Source: an optimization exercise on an open RTL-to-GDS flow (aim: small area). Production flows keep margins and buffers that such runs may drop.
Only simulation tests tie the RTL to the original design; equivalence was not proved.
The clock input has no modelled driver; a real chip could not lean on it and would need a root buffer or a full tree.
No activity file was given, so power comes from the tool's default toggle rates.

==> flow/design.v <==
`timescale 1ns / 1ps
module RX(
    input wire          clk,
    input wire          rst_n,
    input wire          rx_en,
    input wire [1:0]    parity,
    input wire [2:0]    data_bits,
    input wire          stop_bit,
    input wire [15:0]   rx_divisor,
    input wire          rx,
    input wire          rx_data_read,
    input wire          fifo_en,
    input wire          fifo_full,
    output wire         rx_success,
    output wire [8:0]   rx_data,
    output wire         rx_idle,
    output wire         rx_done,
    output wire [2:0]   error
    );
    localparam S_WAIT  = 3'b000,
               S_DONE  = 3'b001,
               S_ABORT = 3'b010,
               S_START = 3'b100,
               S_DATA  = 3'b101,
               S_PAR   = 3'b110,
               S_STOP  = 3'b111;
    reg [2:0]  state;
        reg [15:0] counter;
    reg [3:0]  sample_counter;
    reg [2:0]  samples;
    reg        rx_in;
    reg [2:0]  nb_code;       
    reg [3:0]  remain;        
    reg        par_en;
    reg        par_acc;
    reg [8:0]  shreg;
    reg        ovr;
    wire idle_st  = ~state[2];
    wire st_start = (state == S_START);
    wire st_data  = (state == S_DATA);
    wire st_par   = (state == S_PAR);
    wire st_stop  = (state == S_STOP);
    wire rx_negedge;
    wire start_detect = idle_st & rx_negedge;
    wire tick    = (counter == 16'd1);
    wire bit_end = tick & (sample_counter == 4'd15);
    wire bit_mid = tick & (sample_counter == 4'd10);
    wire frame_end = st_stop & bit_mid & (remain == 4'd10);
    assign rx_idle = (state == S_WAIT);
    assign rx_done = (state == S_DONE);
    reg nrx_sync1, nrx_sync2, nrx_d1;
    always @(posedge clk or negedge rst_n) begin
        if (!rst_n) begin
            nrx_sync1 <= 1'b0;
            nrx_sync2 <= 1'b0;
            nrx_d1    <= 1'b0;
        end else begin
            nrx_sync1 <= rx_en & ~rx;
            nrx_sync2 <= nrx_sync1;
            nrx_d1    <= nrx_sync2;
        end
    end
    wire rx_sync2 = ~nrx_sync2;
    assign rx_negedge = nrx_sync2 & ~nrx_d1;
    always @(posedge clk) begin
        counter <= ({16{~idle_st}} & (counter - 16'd1)) |
                   ({16{idle_st | tick}} & {4'b0, rx_divisor[15:4]});
        sample_counter <= {4{~idle_st}} & (sample_counter + {3'b0, tick});
    end
    always @(posedge clk) begin
        if (sample_counter == 4'd7) samples[0] <= rx_sync2;
        if (sample_counter == 4'd8) samples[1] <= rx_sync2;
        if (rx_idle)
            samples[2] <= 1'b0;
        else if (sample_counter == 4'd9)
            samples[2] <= rx_sync2;
        if (!frame_end)
            rx_in <= (samples[2] & samples[1]) | (samples[1] & samples[0]) | (samples[0] & samples[2]);
    end
    always @(posedge clk) begin
        if (idle_st) begin
            case (data_bits)
                3'd0: nb_code <= 3'd0;
                3'd1: nb_code <= 3'd1;
                3'd2: nb_code <= 3'd2;
                3'd4: nb_code <= 3'd4;
                default: nb_code <= 3'd3;
            endcase
            remain  <= {1'b0, nb_code} + {3'b0, stop_bit};
            par_en  <= parity[1] ^ parity[0];
            par_acc <= parity[0] & ~parity[1];
        end else begin
            if (bit_end & ~st_par)
                remain <= remain - 4'd1;
            if (bit_end & (st_data | st_par))
                par_acc <= par_acc ^ rx_in;
        end
    end
    wire [8:0] ins;
    assign ins[3:0] = 4'b0;
    assign ins[4] = (nb_code == 3'd0);
    assign ins[5] = (nb_code == 3'd1);
    assign ins[6] = (nb_code == 3'd2);
    assign ins[7] = (nb_code == 3'd3);
    assign ins[8] = (nb_code == 3'd4);
    always @(posedge clk) begin
        if (st_start)
            shreg <= ins;
        else if (st_data & bit_end)
            shreg <= ({1'b0, shreg[8:1]} & ~ins) | ({9{rx_in}} & ins);
    end
    always @(posedge clk)
        ovr <= fifo_en ? fifo_full : ~rx_data_read;
    always @(posedge clk or negedge rst_n) begin
        if (!rst_n)
            state <= S_WAIT;
        else if (idle_st)
            state <= rx_negedge ? S_START : S_WAIT;
        else case (state)
            S_START: if (bit_mid) begin
                         if (rx_in) state <= S_ABORT;
                     end else if (bit_end)
                         state <= S_DATA;
            S_DATA:  if (bit_end & shreg[0])
                         state <= par_en ? S_PAR : S_STOP;
            S_PAR:   if (bit_end)
                         state <= S_STOP;
            default: if (frame_end)
                         state <= S_DONE;
        endcase
    end
    assign rx_data    = shreg;
    assign error[2]   = ~rx_in;
    assign error[1]   = par_en & par_acc;
    assign error[0]   = ovr;
    assign rx_success = ~(par_en & par_acc);
endmodule
export LEC_CHECK = 0
export ABC_AREA = 1
export CAP_MARGIN = 20
export CORE_MARGIN = 2
export CORE_UTILIZATION = 60
export SLEW_MARGIN = 20
create_clock -name core_clock -period 5.0 [get_ports {clk}]
standard.sh (not shown) runs the stock make flow with config.mk's settings and CLKGATE_MAP_FILE= SYNTH_SCRIPT=/design/flow/synth_recipe.tcl, a recipe that flattens the netlist after the stock synthesis.
==> flow/flow/run.sh <==
#!/bin/bash
# Standard layout with these changes:
#  - synthesis without adder cells and with an area-oriented ABC script; the
#    script's deepsyn step is run with several random seeds and the smallest
#    netlist is kept (registers are the standard synthesis's in every trial)
#  - the smallest buffer on the ports
#  - a flat clock tree of clkbuf_8 buffers fed by the clock port (post_cts.tcl)
set -euo pipefail
here=$(pwd)
seeds="0 1 2 3 4 5 6 7 8 9 10 11"
ncores=${NUM_CORES:-4}
run_trial() {
  local s=$1 t="$here/trial_$1"
  mkdir -p "$t"
  cp -r "$FLOW_HOME/scripts" "$t/scripts"
  sed "s/SEED/$s/" "$here/flow/abc_area.script" > "$t/scripts/abc_area.script"
  sed "s|WORK_HOME=[^ ]*|WORK_HOME=$t/orfs|" "$here/standard.sh" > "$t/standard.sh"
  ADDER_MAP_FILE= SCRIPTS_DIR="$t/scripts" bash "$t/standard.sh" synth > "$t/synth.log" 2>&1 || true
}
n=0
for s in $seeds; do
  run_trial $s &
  n=$((n + 1))
  if [ $((n % ncores)) -eq 0 ]; then wait; fi
done
wait
best=""; best_area=""
for s in $seeds; do
  f="$here/trial_$s/orfs/reports/sky130hd/RX/base/synth_stat.txt"
  [ -f "$f" ] || continue
  a=$(awk '/Chip area for module/ {print $NF}' "$f")
  echo "trial $s: synthesis area $a" | tee -a "$here/trials.log"
  if [ -z "$best" ] || awk -v a="$a" -v b="$best_area" 'BEGIN {exit !(a < b)}'; then
    best=$s; best_area=$a
  fi
done
echo "chosen trial $best: $best_area" | tee -a "$here/trials.log"
cp -a "$here/trial_$best/orfs" "$here/orfs"
export BUFFER_PORTS_ARGS="-buffer_cell sky130_fd_sc_hd__buf_1"
export CTS_ARGS="-sink_clustering_enable -repair_clock_nets -dont_use_dummy_load -buf_list sky130_fd_sc_hd__clkbuf_4 -root_buf sky130_fd_sc_hd__clkbuf_4"
export POST_CTS_TCL="$here/flow/post_cts.tcl"
export TREE_CELL=sky130_fd_sc_hd__clkbuf_8
export TREE_N=3
export TREE_SLEW=0.110
bash standard.sh > layout.log 2>&1
==> flow/flow/abc_area.script <==
&get -n
&st
&deepsyn -T 240 -J 50 -S SEED
&dch -f
&nf -R 1000 -F 8 -A 12 -C 24
&put
stime -c
==> flow/flow/post_cts.tcl <==
# Replace the clock tree that CTS built by a flat one: the clock port drives
# N buffers of type TREE_CELL, each at the centre of a k-means cluster of the
# clock sinks. N starts at TREE_N and grows until the estimated clock-pin slew
# is at most TREE_SLEW (ns), trying a few clusterings for each N.
set ::block [ord::get_db_block]
set ::clknet [$::block findNet clk]

proc flatten_clock {} {
  # reconnect every clock sink to the clock net and remove the tree buffers
  global block clknet
  set tree {}
  foreach inst [$block getInsts] {
    set n [$inst getName]
    if {[string match "clkbuf_*" $n] || [string match "clktree_*" $n]} { lappend tree $inst }
  }
  foreach inst $tree {
    set onet [[$inst findITerm X] getNet]
    [$inst findITerm A] disconnect
    [$inst findITerm X] disconnect
    odb::dbInst_destroy $inst
    if {$onet != "NULL" && $onet != ""} {
      foreach it [$onet getITerms] { $it disconnect; $it connect $clknet }
      odb::dbNet_destroy $onet
    }
  }
}

proc build_tree {nb {seed 0}} {
  global block clknet
  set master [[ord::get_db] findMaster $::env(TREE_CELL)]
  set sinks {}
  foreach it [$clknet getITerms] {
    set loc [[$it getInst] getLocation]
    lappend sinks [list $it [lindex $loc 0] [lindex $loc 1]]
  }
  set sinks [lsort -integer -index 1 $sinks]
  set n [llength $sinks]
  set cent {}
  for {set g 0} {$g < $nb} {incr g} {
    set s [lindex $sinks [expr {(int(($g + 0.5) * $n / $nb) + $seed * 7 * ($g + 1)) % $n}]]
    lappend cent [list [lindex $s 1] [lindex $s 2]]
  }
  for {set iter 0} {$iter < 30} {incr iter} {
    set asg {}
    foreach s $sinks {
      set best 0; set bd 1e18
      for {set g 0} {$g < $nb} {incr g} {
        set c [lindex $cent $g]
        set d [expr {abs([lindex $s 1] - [lindex $c 0]) + abs([lindex $s 2] - [lindex $c 1])}]
        if {$d < $bd} { set bd $d; set best $g }
      }
      lappend asg $best
    }
    set nc {}
    for {set g 0} {$g < $nb} {incr g} {
      set sx 0; set sy 0; set k 0
      foreach s $sinks a $asg { if {$a == $g} { incr k; set sx [expr {$sx + [lindex $s 1]}]; set sy [expr {$sy + [lindex $s 2]}] } }
      if {$k > 0} { lappend nc [list [expr {$sx / $k}] [expr {$sy / $k}]] } else { lappend nc [lindex $cent $g] }
    }
    set cent $nc
  }
  for {set g 0} {$g < $nb} {incr g} {
    set inst [odb::dbInst_create $block $master "clktree_$g"]
    set net [odb::dbNet_create $block "clktree_net_$g"]
    $net setSigType CLOCK
    foreach s $sinks a $asg {
      if {$a == $g} { set it [lindex $s 0]; $it disconnect; $it connect $net }
    }
    # put the buffer at the centre of its cluster's bounding box
    set x0 1e18; set x1 -1e18; set y0 1e18; set y1 -1e18
    foreach s $sinks a $asg {
      if {$a == $g} {
        set x0 [expr {min($x0, [lindex $s 1])}]; set x1 [expr {max($x1, [lindex $s 1])}]
        set y0 [expr {min($y0, [lindex $s 2])}]; set y1 [expr {max($y1, [lindex $s 2])}]
      }
    }
    set c [list [expr {($x0 + $x1) / 2}] [expr {($y0 + $y1) / 2}]]
    $inst setLocation [expr {int([lindex $c 0])}] [expr {int([lindex $c 1])}]
    $inst setPlacementStatus PLACED
    [$inst findITerm A] connect $clknet
    [$inst findITerm X] connect $net
  }
  detailed_placement
  estimate_parasitics -placement
  set w 0
  foreach pin [get_pins -hierarchical */CLK] {
    set s [get_property $pin slew_max]
    if {$s > $w} { set w $s }
  }
  return $w
}

set_propagated_clock [all_clocks]
flatten_clock
set nb $::env(TREE_N)
while 1 {
  # try a few starting points for the clustering and keep the best
  set best_w 1e9; set best_seed 0
  for {set seed 0} {$seed < 6} {incr seed} {
    set w [build_tree $nb $seed]
    puts "clock tree: $nb x $::env(TREE_CELL), start $seed, worst estimated clock-pin slew $w"
    flatten_clock
    if {$w < $best_w} { set best_w $w; set best_seed $seed }
  }
  if {$best_w <= $::env(TREE_SLEW) || $nb >= 4} break
  incr nb
}
set w [build_tree $nb $best_seed]
puts "clock tree chosen: $nb x $::env(TREE_CELL), start $best_seed, worst estimated clock-pin slew $w"
check_placement -verbose
report_worst_slack -min
report_worst_slack -max
Next try:
==> flow/flow/run.sh (replaced) <==
#!/bin/bash
# Standard layout with: no adder cells and an area-oriented ABC mapping script, the smallest
# buffer on the ports, and a flat clock tree of at least three buffers.
set -euo pipefail
here=$(pwd)
cp -r "$FLOW_HOME/scripts" "$here/scripts"
cp "$here/flow/abc_area.script" "$here/scripts/abc_area.script"
ADDER_MAP_FILE= SCRIPTS_DIR="$here/scripts" bash standard.sh synth > synth.log 2>&1
export BUFFER_PORTS_ARGS="-buffer_cell sky130_fd_sc_hd__buf_1"
export CTS_ARGS="-sink_clustering_enable -repair_clock_nets -dont_use_dummy_load -buf_list sky130_fd_sc_hd__clkbuf_4 -root_buf sky130_fd_sc_hd__clkbuf_4"
export POST_CTS_TCL="$here/flow/post_cts.tcl"
export TREE_CELL=sky130_fd_sc_hd__clkbuf_8
export TREE_N=3
export TREE_SLEW=0.110
bash standard.sh > layout.log 2>&1
==> flow/flow/abc_area.script (replaced) <==
&get -n
&st
&deepsyn -T 20
&dch -f
&nf -R 1000
&put
stime -c
The changed run ran to the end with no violations.
Design area rises by 2.2%.
Utilization rises by 0.98 points.
First-iteration DRC count rises by 1.9%.
Register-to-register slack gets worse by 420 ps.
Die area rose by 2.7%.
Routed wire length rises by 8.1%.
Via count went up by 3.0%.
Power came out lower by 13%.
Synthesized cell count is higher by 5.2%.
Cell count grows by 3.3%.
Next try:
--- a/flow/flow/run.sh
+++ b/flow/flow/run.sh
@@ -13,3 +13,3 @@
 export TREE_N=3
-export TREE_SLEW=0.110
+export TREE_SLEW=0.105
 bash standard.sh > layout.log 2>&1
--- a/flow/flow/post_cts.tcl
+++ b/flow/flow/post_cts.tcl
@@ -3,3 +3,3 @@
 # clock sinks. N starts at TREE_N and grows until the estimated clock-pin slew
-# is at most TREE_SLEW (ns), trying a few clusterings for each N.
+# is at most TREE_SLEW (ns).
 set ::block [ord::get_db_block]
@@ -27,3 +27,3 @@
 
-proc build_tree {nb {seed 0}} {
+proc build_tree {nb} {
   global block clknet
@@ -39,3 +39,3 @@
   for {set g 0} {$g < $nb} {incr g} {
-    set s [lindex $sinks [expr {(int(($g + 0.5) * $n / $nb) + $seed * 7 * ($g + 1)) % $n}]]
+    set s [lindex $sinks [expr {int(($g + 0.5) * $n / $nb)}]]
     lappend cent [list [lindex $s 1] [lindex $s 2]]
@@ -68,11 +68,3 @@
     }
-    # put the buffer at the centre of its cluster's bounding box
-    set x0 1e18; set x1 -1e18; set y0 1e18; set y1 -1e18
-    foreach s $sinks a $asg {
-      if {$a == $g} {
-        set x0 [expr {min($x0, [lindex $s 1])}]; set x1 [expr {max($x1, [lindex $s 1])}]
-        set y0 [expr {min($y0, [lindex $s 2])}]; set y1 [expr {max($y1, [lindex $s 2])}]
-      }
-    }
-    set c [list [expr {($x0 + $x1) / 2}] [expr {($y0 + $y1) / 2}]]
+    set c [lindex $cent $g]
     $inst setLocation [expr {int([lindex $c 0])}] [expr {int([lindex $c 1])}]
@@ -96,15 +88,8 @@
 while 1 {
-  # try a few starting points for the clustering and keep the best
-  set best_w 1e9; set best_seed 0
-  for {set seed 0} {$seed < 6} {incr seed} {
-    set w [build_tree $nb $seed]
-    puts "clock tree: $nb x $::env(TREE_CELL), start $seed, worst estimated clock-pin slew $w"
-    flatten_clock
-    if {$w < $best_w} { set best_w $w; set best_seed $seed }
-  }
-  if {$best_w <= $::env(TREE_SLEW) || $nb >= 4} break
+  set w [build_tree $nb]
+  puts "clock tree: $nb x $::env(TREE_CELL), worst estimated clock-pin slew $w"
+  if {$w <= $::env(TREE_SLEW) || $nb >= 8} break
+  flatten_clock
   incr nb
 }
-set w [build_tree $nb $best_seed]
-puts "clock tree chosen: $nb x $::env(TREE_CELL), start $best_seed, worst estimated clock-pin slew $w"
 check_placement -verbose
Settings changed: CORE_UTILIZATION 60 to 70.
What happened: The changed run completed without violations; sequential cell count does not change; die area falls by 13%; area after synthesis stays the same; utilization rose by 9.0 points; clock power came out higher by about 9%; first-iteration DRC count fell by 24%.
Next try:
--- a/flow/flow/run.sh
+++ b/flow/flow/run.sh
@@ -13,3 +13,3 @@
 export TREE_N=3
-export TREE_SLEW=0.105
+export TREE_SLEW=0.100
 bash standard.sh > layout.log 2>&1
--- a/flow/flow/post_cts.tcl
+++ b/flow/flow/post_cts.tcl
@@ -4,4 +4,4 @@
 # is at most TREE_SLEW (ns).
-set ::block [ord::get_db_block]
-set ::clknet [$::block findNet clk]
+set block [ord::get_db_block]
+set clknet [$block findNet clk]
 
Settings changed: CORE_UTILIZATION 70 to 60.
Effect: The new run never finished: it broke off in 4_1_cts; area after synthesis does not change; synthesized cell count stays the same.
Next try:
--- a/flow/flow/run.sh
+++ b/flow/flow/run.sh
@@ -13,3 +13,3 @@
 export TREE_N=3
-export TREE_SLEW=0.100
+export TREE_SLEW=0.110
 bash standard.sh > layout.log 2>&1
==> flow/flow/abc_area.script (replaced) <==
&get -n
&st
&deepsyn -T 30
&dch -f
&nf -R 1000 -F 8 -A 12 -C 24
&put
stime -c
--- a/flow/flow/post_cts.tcl
+++ b/flow/flow/post_cts.tcl
@@ -3,5 +3,5 @@
 # clock sinks. N starts at TREE_N and grows until the estimated clock-pin slew
-# is at most TREE_SLEW (ns).
-set block [ord::get_db_block]
-set clknet [$block findNet clk]
+# is at most TREE_SLEW (ns), trying a few clusterings for each N.
+set ::block [ord::get_db_block]
+set ::clknet [$::block findNet clk]
 
@@ -27,3 +27,3 @@
 
-proc build_tree {nb} {
+proc build_tree {nb {seed 0}} {
   global block clknet
@@ -39,3 +39,3 @@
   for {set g 0} {$g < $nb} {incr g} {
-    set s [lindex $sinks [expr {int(($g + 0.5) * $n / $nb)}]]
+    set s [lindex $sinks [expr {(int(($g + 0.5) * $n / $nb) + $seed * 7 * ($g + 1)) % $n}]]
     lappend cent [list [lindex $s 1] [lindex $s 2]]
@@ -68,3 +68,11 @@
     }
-    set c [lindex $cent $g]
+    # put the buffer at the centre of its cluster's bounding box
+    set x0 1e18; set x1 -1e18; set y0 1e18; set y1 -1e18
+    foreach s $sinks a $asg {
+      if {$a == $g} {
+        set x0 [expr {min($x0, [lindex $s 1])}]; set x1 [expr {max($x1, [lindex $s 1])}]
+        set y0 [expr {min($y0, [lindex $s 2])}]; set y1 [expr {max($y1, [lindex $s 2])}]
+      }
+    }
+    set c [list [expr {($x0 + $x1) / 2}] [expr {($y0 + $y1) / 2}]]
     $inst setLocation [expr {int([lindex $c 0])}] [expr {int([lindex $c 1])}]
@@ -88,8 +96,15 @@
 while 1 {
-  set w [build_tree $nb]
-  puts "clock tree: $nb x $::env(TREE_CELL), worst estimated clock-pin slew $w"
-  if {$w <= $::env(TREE_SLEW) || $nb >= 8} break
-  flatten_clock
+  # try a few starting points for the clustering and keep the best
+  set best_w 1e9; set best_seed 0
+  for {set seed 0} {$seed < 6} {incr seed} {
+    set w [build_tree $nb $seed]
+    puts "clock tree: $nb x $::env(TREE_CELL), start $seed, worst estimated clock-pin slew $w"
+    flatten_clock
+    if {$w < $best_w} { set best_w $w; set best_seed $seed }
+  }
+  if {$best_w <= $::env(TREE_SLEW) || $nb >= 4} break
   incr nb
 }
+set w [build_tree $nb $best_seed]
+puts "clock tree chosen: $nb x $::env(TREE_CELL), start $best_seed, worst estimated clock-pin slew $w"
 check_placement -verbose
What happened: Now the flow produced a clean layout; synthesized cell count decreases by about 1.3%; synthesized area went down by 0.41%.
Next try:
==> flow/flow/run.sh (replaced) <==
#!/bin/bash
# Standard layout with these changes:
#  - synthesis without adder cells and with an area-oriented ABC script; the
#    script's deepsyn step is run with several random seeds and two mapper settings and the smallest
#    netlist is kept (registers are the standard synthesis's in every trial)
#  - the smallest buffer on the ports
#  - a flat clock tree of clkbuf_8 buffers fed by the clock port (post_cts.tcl)
set -euo pipefail
here=$(pwd)
seeds="0 1 2 3 4 5 6 7 8 9 10 11 12 13 14 15 16 17 18 19 20 21 22 23"
ncores=${NUM_CORES:-4}
run_trial() {
  local s=$1 t="$here/trial_$1"
  mkdir -p "$t"
  cp -r "$FLOW_HOME/scripts" "$t/scripts"
  # even trials and odd trials use two settings of the area mapper
  if [ $((s % 2)) -eq 0 ]; then nf="-F 8 -A 12 -C 24"; else nf="-F 4 -A 16 -C 32"; fi
  sed "s/SEED/$((s / 2))/; s/NFARGS/$nf/" "$here/flow/abc_area.script" > "$t/scripts/abc_area.script"
  sed "s|WORK_HOME=[^ ]*|WORK_HOME=$t/orfs|" "$here/standard.sh" > "$t/standard.sh"
  ADDER_MAP_FILE= SCRIPTS_DIR="$t/scripts" bash "$t/standard.sh" synth > "$t/synth.log" 2>&1 || true
}
n=0
for s in $seeds; do
  run_trial $s &
  n=$((n + 1))
  if [ $((n % ncores)) -eq 0 ]; then wait; fi
done
wait
best=""; best_area=""
for s in $seeds; do
  f="$here/trial_$s/orfs/reports/sky130hd/RX/base/synth_stat.txt"
  [ -f "$f" ] || continue
  a=$(awk '/Chip area for module/ {print $NF}' "$f")
  echo "trial $s: synthesis area $a" | tee -a "$here/trials.log"
  if [ -z "$best" ] || awk -v a="$a" -v b="$best_area" 'BEGIN {exit !(a < b)}'; then
    best=$s; best_area=$a
  fi
done
echo "chosen trial $best: $best_area" | tee -a "$here/trials.log"
cp -a "$here/trial_$best/orfs" "$here/orfs"
export BUFFER_PORTS_ARGS="-buffer_cell sky130_fd_sc_hd__buf_1"
export CTS_ARGS="-sink_clustering_enable -repair_clock_nets -dont_use_dummy_load -buf_list sky130_fd_sc_hd__clkbuf_4 -root_buf sky130_fd_sc_hd__clkbuf_4"
export POST_CTS_TCL="$here/flow/post_cts.tcl"
export TREE_CELL=sky130_fd_sc_hd__clkbuf_8
export TREE_N=3
export TREE_SLEW=0.110
bash standard.sh > layout.log 2>&1
==> flow/flow/abc_area.script (replaced) <==
&get -n
&st
&deepsyn -T 240 -J 50 -S SEED
&dch -f
&nf -R 1000 NFARGS
&put
stime -c
What happened: Routed wire length came out lower by a few percent; final area came out lower by a few percent; sequential power came out higher slightly; core utilization came out lower by 1.1 points; sequential share of layout area came out higher by 1.2 points; clock power came out higher by a few percent; global-route usage came out lower by 0.19 points.
The clock cells of the first, second, third, fifth and sixth runs of this note come from the design's own scripts or RTL, not from TritonCTS.

-- re-timing with driven ports --
The results above use ideal ports. As a check the final layouts listed here were re-extracted and re-timed, cells and wires unchanged. Step 1 (the two cells are an assumption about what drives the block):
set clk [get_ports {clk}]
set_driving_cell -lib_cell sky130_fd_sc_hd__clkbuf_16 $clk
set_driving_cell -lib_cell sky130_fd_sc_hd__buf_2 [delete_from_list [all_inputs] $clk]
Step 2 times the ports against the registers' clock, not the clock port: input delays grow and output delays shrink by t, the midpoint of the rising clock arrivals with the driver on. Three values: no drivers, after step 1, after step 2; two values: the first two.
run	t, ns	setup slack, ns	worst register clock-pin slew, ns	worst data-port slew with drivers (ns)	cell pins on the clock port's net
the first run	0.191	1.997 / 1.997 / 1.997	0.10 / 0.10	0.03	3
the second run	0.198	1.579 / 1.579 / 1.579	0.11 / 0.11	0.03	3
the third run	0.187	1.643 / 1.643 / 1.643	0.10 / 0.10	0.03	4
the fifth run	0.187	2.243 / 2.243 / 2.243	0.10 / 0.10	0.03	3
the sixth run	0.191	1.997 / 1.997 / 1.997	0.10 / 0.10	0.03	3
After both steps every run listed still meets setup and hold.
